This is an optimization exercise on Yosys and OpenROAD, whose aim is small area and a short achievable clock period, not a production implementation. RTL that was checked went through simulation tests only; none was proved equivalent to the original. Power figures rest on the tool's default switching activity, not on a simulated workload.

== run a ==
==> module CPU, before the edit <==
module CPU(
    input clock,
    input Load,
    input reset,
    input [7:0] data_in,
    output [7:0] Instruction,
    output [7:0] Acc,
    output [7:0] Mem,
    output [4:0] Program_counter
    );
    reg [7:0] ir;        
    reg [3:0] rda;       
    reg [7:0] rdb;       
    reg [4:0] pc;
    reg [4:0] mar;       
    reg [2:0] xop;       
    reg       run;
    reg [7:0] acc;
    reg [7:0] mdr;       
    reg [31:0] vld;      
    reg [255:0] mem;     
    reg       pv;        
    reg [4:0] pa;        
    reg [7:0] pd;        
    wire [2:0] op = ir[7:5];
    wire [4:0] ad = ir[4:0];
    wire issue = ~Load & (|op);
    wire xalu = xop[2] ^ xop[1];             
    wire xsto = xop == 3'b110;
    wire acc_we = run & ~Load & xalu;
    wire mem_we = run & ~Load & xsto;
    wire [7:0] a = acc;
    wire [7:0] b = mdr;
    wire [7:0] p = a ^ b;
    wire [7:0] g = a & b;
    wire [7:0] o = a | b;
    wire [7:0] g1, p1, g2, p2, g3;
    genvar i;
    generate
        for (i = 0; i < 8; i = i + 1) begin : l1
            if (i % 2 == 1) begin : m
                assign g1[i] = g[i] | (p[i] & g[i-1]);
                assign p1[i] = p[i] & p[i-1];
            end else begin : k
                assign g1[i] = g[i];
                assign p1[i] = p[i];
            end
        end
        for (i = 0; i < 8; i = i + 1) begin : l2
            if (i % 4 >= 2) begin : m
                assign g2[i] = g1[i] | (p1[i] & g1[(i/4)*4+1]);
                assign p2[i] = p1[i] & p1[(i/4)*4+1];
            end else begin : k
                assign g2[i] = g1[i];
                assign p2[i] = p1[i];
            end
        end
        for (i = 0; i < 8; i = i + 1) begin : l3
            if (i >= 4) begin : m
                assign g3[i] = g2[i] | (p2[i] & g2[3]);
            end else begin : k
                assign g3[i] = g2[i];
            end
        end
    endgenerate
    wire [7:0] sum = p ^ {g3[6:0], 1'b0};
    reg [7:0] alu;
    always @(*) begin
        case ({xop[2], xop[0]})
            2'b00: alu = sum;    
            2'b01: alu = g;      
            2'b10: alu = p;      
            default: alu = b;    
        endcase
    end
    wire z_add = ~p[0] & (&(p[7:1] ~^ o[6:0]));
    reg zalu;
    always @(*) begin
        case ({xop[2], xop[0]})
            2'b00: zalu = z_add;
            2'b01: zalu = ~|g;
            2'b10: zalu = ~|p;
            default: zalu = ~|b;
        endcase
    end
    wire zero = xalu ? zalu : ~|a;
    wire [31:0] rsel;
    wire [7:0] rdata;
    generate
        for (i = 0; i < 32; i = i + 1) begin : rs
            assign rsel[i] = rda[i % 4] & rdb[i / 4] & vld[i];
        end
        for (i = 0; i < 8; i = i + 1) begin : rb
            wire [31:0] t;
            genvar j;
            for (j = 0; j < 32; j = j + 1) begin : w
                assign t[j] = rsel[j] & mem[8*j + i];
            end
            wire r1b = rda[3] & rdb[6] & ~vld[27];
            wire r1c = rda[0] & rdb[7] & ~vld[28];
            assign rdata[i] = (|t) | r1b | ((i % 2 == 1) ? r1c : 1'b0);
        end
    endgenerate
    wire fwd = mem_we & (mar == ad);        
    wire pfwd = pv & (pa == ad);            
    always @(posedge clock or posedge reset) begin
        if (reset) begin
            ir  <= 8'd0;
            rda <= 4'b0001;
            rdb <= 8'b00000001;
            pc  <= 5'd0;
            mar <= 5'd0;
            xop <= 3'd0;
            run <= 1'b0;
            acc <= 8'd0;
            mdr <= 8'd0;
            vld <= 32'd0;
        end else begin
            ir  <= data_in;
            rda <= 4'b1 << data_in[1:0];
            rdb <= 8'b1 << data_in[4:2];
            run <= issue;
            if (issue) begin
                mar <= ad;
                xop <= op;
                if (op == 3'b111)
                    pc <= ad;
                else if (op == 3'b001 && zero)
                    pc <= pc + 5'd2;
                else
                    pc <= pc + 5'd1;
                mdr <= fwd ? acc : pfwd ? pd : rdata;
            end else if (mem_we) begin
                mdr <= acc;
            end
            if (acc_we)
                acc <= alu;
            vld <= vld | wsel;
        end
    end
    always @(posedge clock or posedge reset) begin
        if (reset)
            pv <= 1'b0;
        else
            pv <= mem_we;
    end
    always @(posedge clock) begin
        pa <= mar;
        pd <= acc;
    end
    wire [3:0] wra = 4'b1 << pa[1:0];
    wire [7:0] wrb = 8'b1 << pa[4:2];
    wire [31:0] wsel;
    generate
        for (i = 0; i < 32; i = i + 1) begin : ws
            assign wsel[i] = pv & wra[i % 4] & wrb[i / 4];
            always @(posedge clock) begin
                if (wsel[i])
                    mem[8*i +: 8] <= pd;
            end
        end
    endgenerate
    assign Instruction = ir;
    assign Acc = acc;
    assign Mem = mdr;
    assign Program_counter = pc;
endmodule
clock: 6.2 ns
lec_check: 0
cap_margin: 20
core_margin: 2
core_utilization: 70
cts_cluster_diameter: 80
cts_cluster_size: 24
setup_slack_margin: 3.8
slew_margin: 20
standard.sh (not shown) runs the stock make flow with config.mk's settings and CLKGATE_MAP_FILE= SYNTH_SCRIPT=/design/flow/synth_recipe.tcl, a recipe that flattens the netlist after the stock synthesis.
==> flow/flow/run.sh <==
#!/bin/bash
# Layout: the standard ORFS flow, with the port buffers made plain buffers
# (buf_2) instead of the cell buffer_ports picks by default (a delay cell).
set -euo pipefail
bash standard.sh BUFFER_PORTS_ARGS="-buffer_cell sky130_fd_sc_hd__buf_2" finish > flow_standard.log 2>&1
Relative to run a, the following input files were edited for run b:
==> flow/design.v, changed modules only <==
module CPU(
    input clock,
    input Load,
    input reset,
    input [7:0] data_in,
    output [7:0] Instruction,
    output [7:0] Acc,
    output [7:0] Mem,
    output [4:0] Program_counter
    );
    reg [7:0] ir;        
    reg [3:0] rda;       
    reg [7:0] rdb;       
    reg [4:0] pc;
    reg [4:0] mar;       
    reg [2:0] xop;       
    reg       run;
    reg [7:0] acc;
    reg [7:0] mdr;       
    reg [31:0] vld;      
    reg [255:0] mem;     
    reg       pv;        
    reg [4:0] pa;        
    reg [7:0] pd;        
    wire [2:0] op = ir[7:5];
    wire [4:0] ad = ir[4:0];
    wire issue = ~Load & (|op);
    wire xalu = xop[2] ^ xop[1];             
    wire xsto = xop == 3'b110;
    wire acc_we = run & ~Load & xalu;
    wire mem_we = run & ~Load & xsto;
    wire [7:0] a = acc;
    wire [7:0] b = mdr;
    wire [7:0] p = a ^ b;
    wire [7:0] g = a & b;
    wire [7:0] o = a | b;
    wire [7:0] g1, p1, g2, p2, g3;
    genvar i;
    generate
        for (i = 0; i < 8; i = i + 1) begin : l1
            if (i % 2 == 1) begin : m
                assign g1[i] = g[i] | (p[i] & g[i-1]);
                assign p1[i] = p[i] & p[i-1];
            end else begin : k
                assign g1[i] = g[i];
                assign p1[i] = p[i];
            end
        end
        for (i = 0; i < 8; i = i + 1) begin : l2
            if (i % 4 >= 2) begin : m
                assign g2[i] = g1[i] | (p1[i] & g1[(i/4)*4+1]);
                assign p2[i] = p1[i] & p1[(i/4)*4+1];
            end else begin : k
                assign g2[i] = g1[i];
                assign p2[i] = p1[i];
            end
        end
        for (i = 0; i < 8; i = i + 1) begin : l3
            if (i >= 4) begin : m
                assign g3[i] = g2[i] | (p2[i] & g2[3]);
            end else begin : k
                assign g3[i] = g2[i];
            end
        end
    endgenerate
    wire [7:0] sum = p ^ {g3[6:0], 1'b0};
    wire [7:0] cin = {g3[6:0], 1'b0};
    wire xadd = xop[2:0] == 3'b010;
    reg [7:0] lop;       
    always @(*) begin
        case ({xop[2], xop[0]})
            2'b01: lop = g;      
            2'b10: lop = p;      
            default: lop = b;    
        endcase
    end
    wire [7:0] acc_c0 = ~acc_we ? acc : xadd ? p : lop;
    wire [7:0] acc_c1 = ~acc_we ? acc : xadd ? ~p : lop;
    wire [7:0] acc_d;
    generate
        for (i = 0; i < 8; i = i + 1) begin : ad_
            assign acc_d[i] = cin[i] ? acc_c1[i] : acc_c0[i];
        end
    endgenerate
    wire z_add = ~p[0] & (&(p[7:1] ~^ o[6:0]));
    reg zalu;
    always @(*) begin
        case ({xop[2], xop[0]})
            2'b00: zalu = z_add;
            2'b01: zalu = ~|g;
            2'b10: zalu = ~|p;
            default: zalu = ~|b;
        endcase
    end
    wire zero = xalu ? zalu : ~|a;
    wire [31:0] rsel;
    wire [7:0] rdata;
    generate
        for (i = 0; i < 32; i = i + 1) begin : rs
            assign rsel[i] = rda[i % 4] & rdb[i / 4] & vld[i];
        end
        for (i = 0; i < 8; i = i + 1) begin : rb
            wire [31:0] t;
            genvar j;
            for (j = 0; j < 32; j = j + 1) begin : w
                assign t[j] = rsel[j] & mem[8*j + i];
            end
            wire r1b = rda[3] & rdb[6] & ~vld[27];
            wire r1c = rda[0] & rdb[7] & ~vld[28];
            assign rdata[i] = (|t) | r1b | ((i % 2 == 1) ? r1c : 1'b0);
        end
    endgenerate
    wire fwd = mem_we & (mar == ad);        
    wire pfwd = pv & (pa == ad);            
    wire use_rd = issue & ~fwd & ~pfwd;
    wire [7:0] mdr_o = (issue & fwd) ? acc : (issue & pfwd) ? pd :
                       (~issue & mem_we) ? acc : mdr;
    wire [7:0] mdr_d = use_rd ? rdata : mdr_o;
    wire [4:0] pc1 = pc + 5'd1;
    wire [4:0] pc2 = pc + 5'd2;
    wire [4:0] pc_z0 = ~issue ? pc : (op == 3'b111) ? ad : pc1;
    wire [4:0] pc_z1 = ~issue ? pc : (op == 3'b111) ? ad : (op == 3'b001) ? pc2 : pc1;
    wire [4:0] pc_d = zero ? pc_z1 : pc_z0;
    always @(posedge clock or posedge reset) begin
        if (reset) begin
            ir  <= 8'd0;
            rda <= 4'b0001;
            rdb <= 8'b00000001;
            pc  <= 5'd0;
            mar <= 5'd0;
            xop <= 3'd0;
            run <= 1'b0;
            acc <= 8'd0;
            mdr <= 8'd0;
            vld <= 32'd0;
        end else begin
            ir  <= data_in;
            rda <= 4'b1 << data_in[1:0];
            rdb <= 8'b1 << data_in[4:2];
            run <= issue;
            pc  <= pc_d;
            mdr <= mdr_d;
            if (issue) begin
                mar <= ad;
                xop <= op;
            end
            acc <= acc_d;
            vld <= vld | wsel;
        end
    end
    always @(posedge clock or posedge reset) begin
        if (reset)
            pv <= 1'b0;
        else
            pv <= mem_we;
    end
    always @(posedge clock) begin
        pa <= mar;
        pd <= acc;
    end
    wire [3:0] wra = 4'b1 << pa[1:0];
    wire [7:0] wrb = 8'b1 << pa[4:2];
    wire [31:0] wsel;
    generate
        for (i = 0; i < 32; i = i + 1) begin : ws
            assign wsel[i] = pv & wra[i % 4] & wrb[i / 4];
            always @(posedge clock) begin
                if (wsel[i])
                    mem[8*i +: 8] <= pd;
            end
        end
    endgenerate
    assign Instruction = ir;
    assign Acc = acc;
    assign Mem = mdr;
    assign Program_counter = pc;
endmodule
- Looking only at switching share of power, and setting everything else aside, the higher value of run b and run a goes to run b.
- Share of final-layout standard cells stronger than drive strength 1 sits lower in run b than in run a.
- On worst hold slack, run b and run a are neck and neck.
- Comparing worst setup slack for run b and run a, the smaller number came from run b.
- Sequential power in run b vs run a: down about 2%
- In run b, the total power of the final layout came out about 4.3% above the value in run a.
- Total power density per cell area, run b vs run a: up by a few percent
- Diff run a -> run b | cell area after synthesis | up slightly
- The higher final cell count without fillers of run b and run a is in run b.
- Run b contains more vias than run a.
- Area of all sequential standard cells across run b and run a: no real change.
- | number of clock buffer instances in the layout | lower: run b |
- Looking at top layer reached by signal wires, the met5 result is from run a; the met4 one comes from run b.
Function not checked in run b: the RTL went through the layout flow alone.

[re-timing with driven ports]
Ports are ideal in the flow. The routed layouts listed here were re-timed in OpenROAD.
Step 1 sets driving cells, clkbuf_16 on the clock port and buf_2 on the other inputs (assumed; they add their load-dependent delay and slew).
Step 2 also shifts input and output timing later by t, the mid clock arrival at the registers, as if the neighbouring blocks saw the same clock.
Slacks: ideal ports / drivers / drivers and shift; pairs: ideal ports / drivers.
run	t (ns)	setup slack, ns	worst hold slack (ns)	worst data-port slew with drivers (ns)
run a	0.557	3.739 / 3.687 / 3.420	0.417 / 0.417 / 0.417	0.04
run b	0.568	3.706 / 3.658 / 3.320	0.417 / 0.417 / 0.417	0.04
After both steps every run listed still meets setup and hold. For run b, which loses most, drivers alone change the setup slack by -0.048 ns; drivers and shift together by -0.386 ns.
